This is an optimization exercise on Yosys and OpenROAD, whose aim is small area, not a production implementation. Function was checked by simulation only, so behaviour that the tests miss may differ from the original.

==> run a: inputs <==
==> flow/design.v <==
`timescale 1ns/1ps
`default_nettype none
module adder_1(a, b, c_in, sum, c_out);
input wire a, b, c_in;
output logic sum, c_out;
logic sum0;
logic sum1;
logic carry0;
logic carry1;
always_comb begin
  sum0 = a ^ b;
  sum = sum0 ^ c_in;
  carry0 = a & b;
  carry1 = sum0 & c_in;
  c_out = carry1 | carry0; 
end
endmodule
`timescale 1ns/1ps
`default_nettype none
module eight_input_adder(neighbors, sum);
input  wire [7:0] neighbors;
output logic [3:0] sum;
logic s1, c1, s2, c2, s3, c3, c4, s4, c5, c6;
adder_1 FA1 (.a(neighbors[0]), .b(neighbors[1]), .c_in(neighbors[2]), .sum(s1), .c_out(c1));
adder_1 FA2 (.a(neighbors[3]), .b(neighbors[4]), .c_in(neighbors[5]), .sum(s2), .c_out(c2));
adder_1 FA3 (.a(s1), .b(s2), .c_in(neighbors[6]), .sum(s3), .c_out(c3));
adder_1 HA1 (.a(s3), .b(neighbors[7]), .c_in(1'b0), .sum(sum[0]), .c_out(c4));
adder_1 FA4 (.a(c1), .b(c2), .c_in(c3), .sum(s4), .c_out(c5));
adder_1 HA2 (.a(s4), .b(c4), .c_in(1'b0), .sum(sum[1]), .c_out(c6));
adder_1 HA3 (.a(c5), .b(c6), .c_in(1'b0), .sum(sum[2]), .c_out(sum[3]));
endmodule
module equality_comparator(a, b, out);
input wire [3:0] a;
input wire [3:0] b;
output logic out;
logic [3:0] xor_out;
always_comb begin
    xor_out = a ^ b;
    out = ~xor_out[0] & ~xor_out[1] & ~xor_out[2] & ~xor_out[3];
end
endmodule
`default_nettype none
`timescale 1ns/1ps
module conway_cell(clk, rst, ena, state_0, state_d, state_q, neighbors);
input wire clk;
input wire rst;
input wire ena;
input wire state_0;
output logic state_d;
output logic state_q;
input wire [7:0] neighbors;
logic [3:0] sum;
eight_input_adder eight_input_adder_inst (.neighbors(neighbors), .sum(sum));
logic three_neighbors;
logic two_neighbors;
logic two_or_three_neighbors;
equality_comparator two_neighbors_comparator (.a(sum), .b(4'b0010), .out(two_neighbors));
equality_comparator three_neighbors_comparator (.a(sum), .b(4'b0011), .out(three_neighbors));
always_comb begin
	two_or_three_neighbors = three_neighbors | two_neighbors;
	state_d = (~ state_q & three_neighbors) | (state_q & two_or_three_neighbors);
end
always_ff @(posedge clk) begin : delay
	state_q <= rst ? state_0 : (ena ? state_d : state_q);
end 
endmodule
`default_nettype none  
module main(clk, rst, ena, state_0, cells);
parameter N = 16;  
parameter M = N + 2;  
input wire clk;
input wire rst;
input wire ena;
input wire [N*N-1:0] state_0;
output logic [N*N-1:0] cells;
wire [M*M-1:0] bordered_cells_q;  
wire [M*M-1:0] bordered_cells_d;
logic [M*M-1:0] bordered_cells_0;  
function int cell_index(int i, int j);
  cell_index = M*j + i;
endfunction
generate
  genvar i;
  genvar j;
  for (i = 0; i < M; i = i + 1) begin : cells_x
    for (j = 0; j < M; j = j + 1) begin : cells_y
      if ( (i > 0) && (i < (M-1)) && (j > 0) && (j < (M-1)) ) begin
        assign bordered_cells_0[cell_index(i, j)] = state_0[N*(j-1) + (i-1)];
        conway_cell CELL(
          .clk(clk), .rst(rst), .ena(ena),
          .neighbors({
            bordered_cells_q[cell_index(i-1, j-1)],
            bordered_cells_q[cell_index(i-1, j  )],
            bordered_cells_q[cell_index(i-1, j+1)],
            bordered_cells_q[cell_index(i  , j+1)],
            bordered_cells_q[cell_index(i+1, j+1)],
            bordered_cells_q[cell_index(i+1, j  )],
            bordered_cells_q[cell_index(i+1, j-1)],
            bordered_cells_q[cell_index(i  , j-1)]
          }),
          .state_0(bordered_cells_0[cell_index(i, j)]),
          .state_d(bordered_cells_d[cell_index(i, j)]),
          .state_q(bordered_cells_q[cell_index(i, j)])
        );
      end else begin  
        assign bordered_cells_0[cell_index(i,j)] = 1'b0;
        assign bordered_cells_q[cell_index(i,j)] = bordered_cells_0[cell_index(i,j)];
        assign bordered_cells_d[cell_index(i,j)] = 0;
      end
    end
  end
  for (i = 0; i < N; i = i + 1) begin : unborder
    always_comb begin
        cells[N*(i+1)-1:N*i] = bordered_cells_q[M*(i+2)-2:M*(i+1)+1];
    end
  end
endgenerate
endmodule
`default_nettype wire  
==> flow/run.sh <==
#!/bin/bash
# synth_recipe.tcl (not shown) runs the flow's synth.tcl, then flattens the netlist and writes it again
# the make line also repeats each setting of config.mk as NAME=value (left out here)
make -C /OpenROAD-flow-scripts/flow DESIGN_CONFIG=/design/flow/config.mk WORK_HOME=/design/flow/orfs CLKGATE_MAP_FILE= SYNTH_SCRIPT=/design/flow/synth_recipe.tcl finish
==> flow/config.mk <==
export PLATFORM = sky130hd
export DESIGN_NAME = main
export DESIGN_NICKNAME = main
export VERILOG_FILES = /design/flow/design.v
export SDC_FILE = /design/flow/constraint.sdc
export NUM_CORES = 4
export LEC_CHECK = 0
export CAP_MARGIN = 20
export CORE_MARGIN = 2
export CORE_UTILIZATION = 45
export PLACE_DENSITY = 0.6
export SLEW_MARGIN = 20
==> flow/constraint.sdc <==
create_clock -name core_clock -period 5.0 [get_ports {clk}]
set_input_delay 1.0000 -clock core_clock [delete_from_list [all_inputs] [get_ports {clk}]]
set_output_delay 1.0000 -clock core_clock [all_outputs]
set_load 0.01 [all_outputs]
==> run b (differences from run a) <==
==> flow/design.v (replaced) <==
`default_nettype none
module adder_1(a, b, c_in, sum, c_out);
input wire a, b, c_in;
output logic sum, c_out;
assign sum = a ^ b ^ c_in;
assign c_out = (a & b) | (a & c_in) | (b & c_in);
endmodule
`default_nettype wire
`default_nettype none
module conway_cell(ld, st, hd, state_0, state_q, s0, k, v0, v1, state_d);
input wire ld, st, hd, state_0, state_q;
input wire s0, k, v0, v1;
output logic state_d;
logic nxt;
assign nxt = s0 ? ((v0 ^ k) & ~v1) : (state_q & (v1 ? ~(v0 | k) : (v0 & k)));
assign state_d = (ld & state_0) | (st & nxt) | (hd & state_q);
endmodule
`default_nettype wire
`default_nettype none
module main(clk, rst, ena, state_0, cells);
parameter N = 16;
input wire clk;
input wire rst;
input wire ena;
input wire [N*N-1:0] state_0;
output logic [N*N-1:0] cells;
logic [(N+2)*N-1:0] t0, t1;
logic [N*N-1:0] s0, k, v0, v1, nxt;
logic ld, st, hd;
assign ld = rst;
assign st = ~rst & ena;
assign hd = ~rst & ~ena;
genvar x, y;
generate
  for (y = 0; y < N; y = y + 1) begin : g_row
    assign t0[(N+2)*y] = 1'b0;
    assign t1[(N+2)*y] = 1'b0;
    assign t0[(N+2)*y + N+1] = 1'b0;
    assign t1[(N+2)*y + N+1] = 1'b0;
    for (x = 0; x < N; x = x + 1) begin : g_col
      if (y == 0) begin : g_top
        assign t0[(N+2)*y + x+1] = cells[N*y + x] ^ cells[N*(y+1) + x];
        assign t1[(N+2)*y + x+1] = cells[N*y + x] & cells[N*(y+1) + x];
      end else if (y == N-1) begin : g_bot
        assign t0[(N+2)*y + x+1] = cells[N*(y-1) + x] ^ cells[N*y + x];
        assign t1[(N+2)*y + x+1] = cells[N*(y-1) + x] & cells[N*y + x];
      end else begin : g_mid
        adder_1 vsum (.a(cells[N*(y-1) + x]), .b(cells[N*y + x]), .c_in(cells[N*(y+1) + x]),
                      .sum(t0[(N+2)*y + x+1]), .c_out(t1[(N+2)*y + x+1]));
      end
    end
  end
  for (y = 0; y < N; y = y + 1) begin : g_cy
    for (x = 0; x < N; x = x + 1) begin : g_cx
      localparam int L = (N+2)*y + x;
      localparam int I = N*y + x;
      if (x == 0) begin : g_left
        assign s0[I] = t0[L+1] ^ t0[L+2];
        assign k[I] = t0[L+1] & t0[L+2];
        assign v0[I] = t1[L+1] ^ t1[L+2];
        assign v1[I] = t1[L+1] & t1[L+2];
      end else if (x == N-1) begin : g_right
        assign s0[I] = t0[L] ^ t0[L+1];
        assign k[I] = t0[L] & t0[L+1];
        assign v0[I] = t1[L] ^ t1[L+1];
        assign v1[I] = t1[L] & t1[L+1];
      end else begin : g_mid
        adder_1 hsum0 (.a(t0[L]), .b(t0[L+1]), .c_in(t0[L+2]), .sum(s0[I]), .c_out(k[I]));
        adder_1 hsum1 (.a(t1[L]), .b(t1[L+1]), .c_in(t1[L+2]), .sum(v0[I]), .c_out(v1[I]));
      end
      conway_cell rule (.ld(ld), .st(st), .hd(hd), .state_0(state_0[I]), .state_q(cells[I]),
                        .s0(s0[I]), .k(k[I]), .v0(v0[I]), .v1(v1[I]), .state_d(nxt[I]));
    end
  end
endgenerate
always_ff @(posedge clk)
  cells <= nxt;
endmodule
`default_nettype wire
SYNTH_HIERARCHICAL = 1   (was not set)
==> summary of the runs <==
Against run a, the via count of run b is lower by 7.6%.
In sequential cell count, run b and run a do not differ.
Of run a and run b, run a has the higher sequential share of layout area (gap 3.0 points).
==> figures <==
| item | run a | run b |
|---|---|---|
| Run status | finished clean | finished clean |
| Worst path arrival time | 4.09 ns | 2.03 ns |
| Layout cells sized above 1 | 1.39% | 1.56% |
| Synth top area share | 36.1% | 33.7% |
| Reg2Reg Setup Slack | 1.38 ns | 2.36 ns |
| Final core utilization | 50.8% | 54.4% |
| Post-DP HPWL | 94600 µm | 89600 µm |
| GRT met3 Usage | 5.50% | 6.02% |
| Start point of the worst hold path | cells_x[16].cells_y[1].genblk1.CELL.state_q | cells[241] |
| Clock insertion delay at the later pin of the skew report | 0.63 ns | 0.59 ns |
| Primary flip-flop cell chosen by synthesis mapping | sky130_fd_sc_hd__edfxtp_1 | sky130_fd_sc_hd__dfxtp_1 |
| Tot GR Track Use | 22.1% | 25.1% |
| Antenna cell count | 11 | 18 |

[port drivers added, routing unchanged]
No port has a modelled driver above. Below, the same layouts with a new extraction and two added sets of constraints. Step 1 (the two cells are an assumption about what drives the block):
set clk [get_ports {clk}]
set_driving_cell -lib_cell sky130_fd_sc_hd__clkbuf_16 $clk
set_driving_cell -lib_cell sky130_fd_sc_hd__buf_2 [delete_from_list [all_inputs] $clk]
Step 2 moves the port delays by t, midway between the first and last clock arrival at a register: inputs arrive t later, outputs are due t later. That takes back most of the time a late clock gives input paths. a / b / c = no drivers / after step 1 / after step 2; a / b = the first two.
run	t, ns	setup slack, ns	worst setup path at the end	pins driven straight from the clock port
run a	0.684	1.382 / 1.382 / 1.382	register to register	1
run b	0.639	1.969 / 1.900 / 2.002	input to register	1
After both steps setup and hold are still met in every run listed.
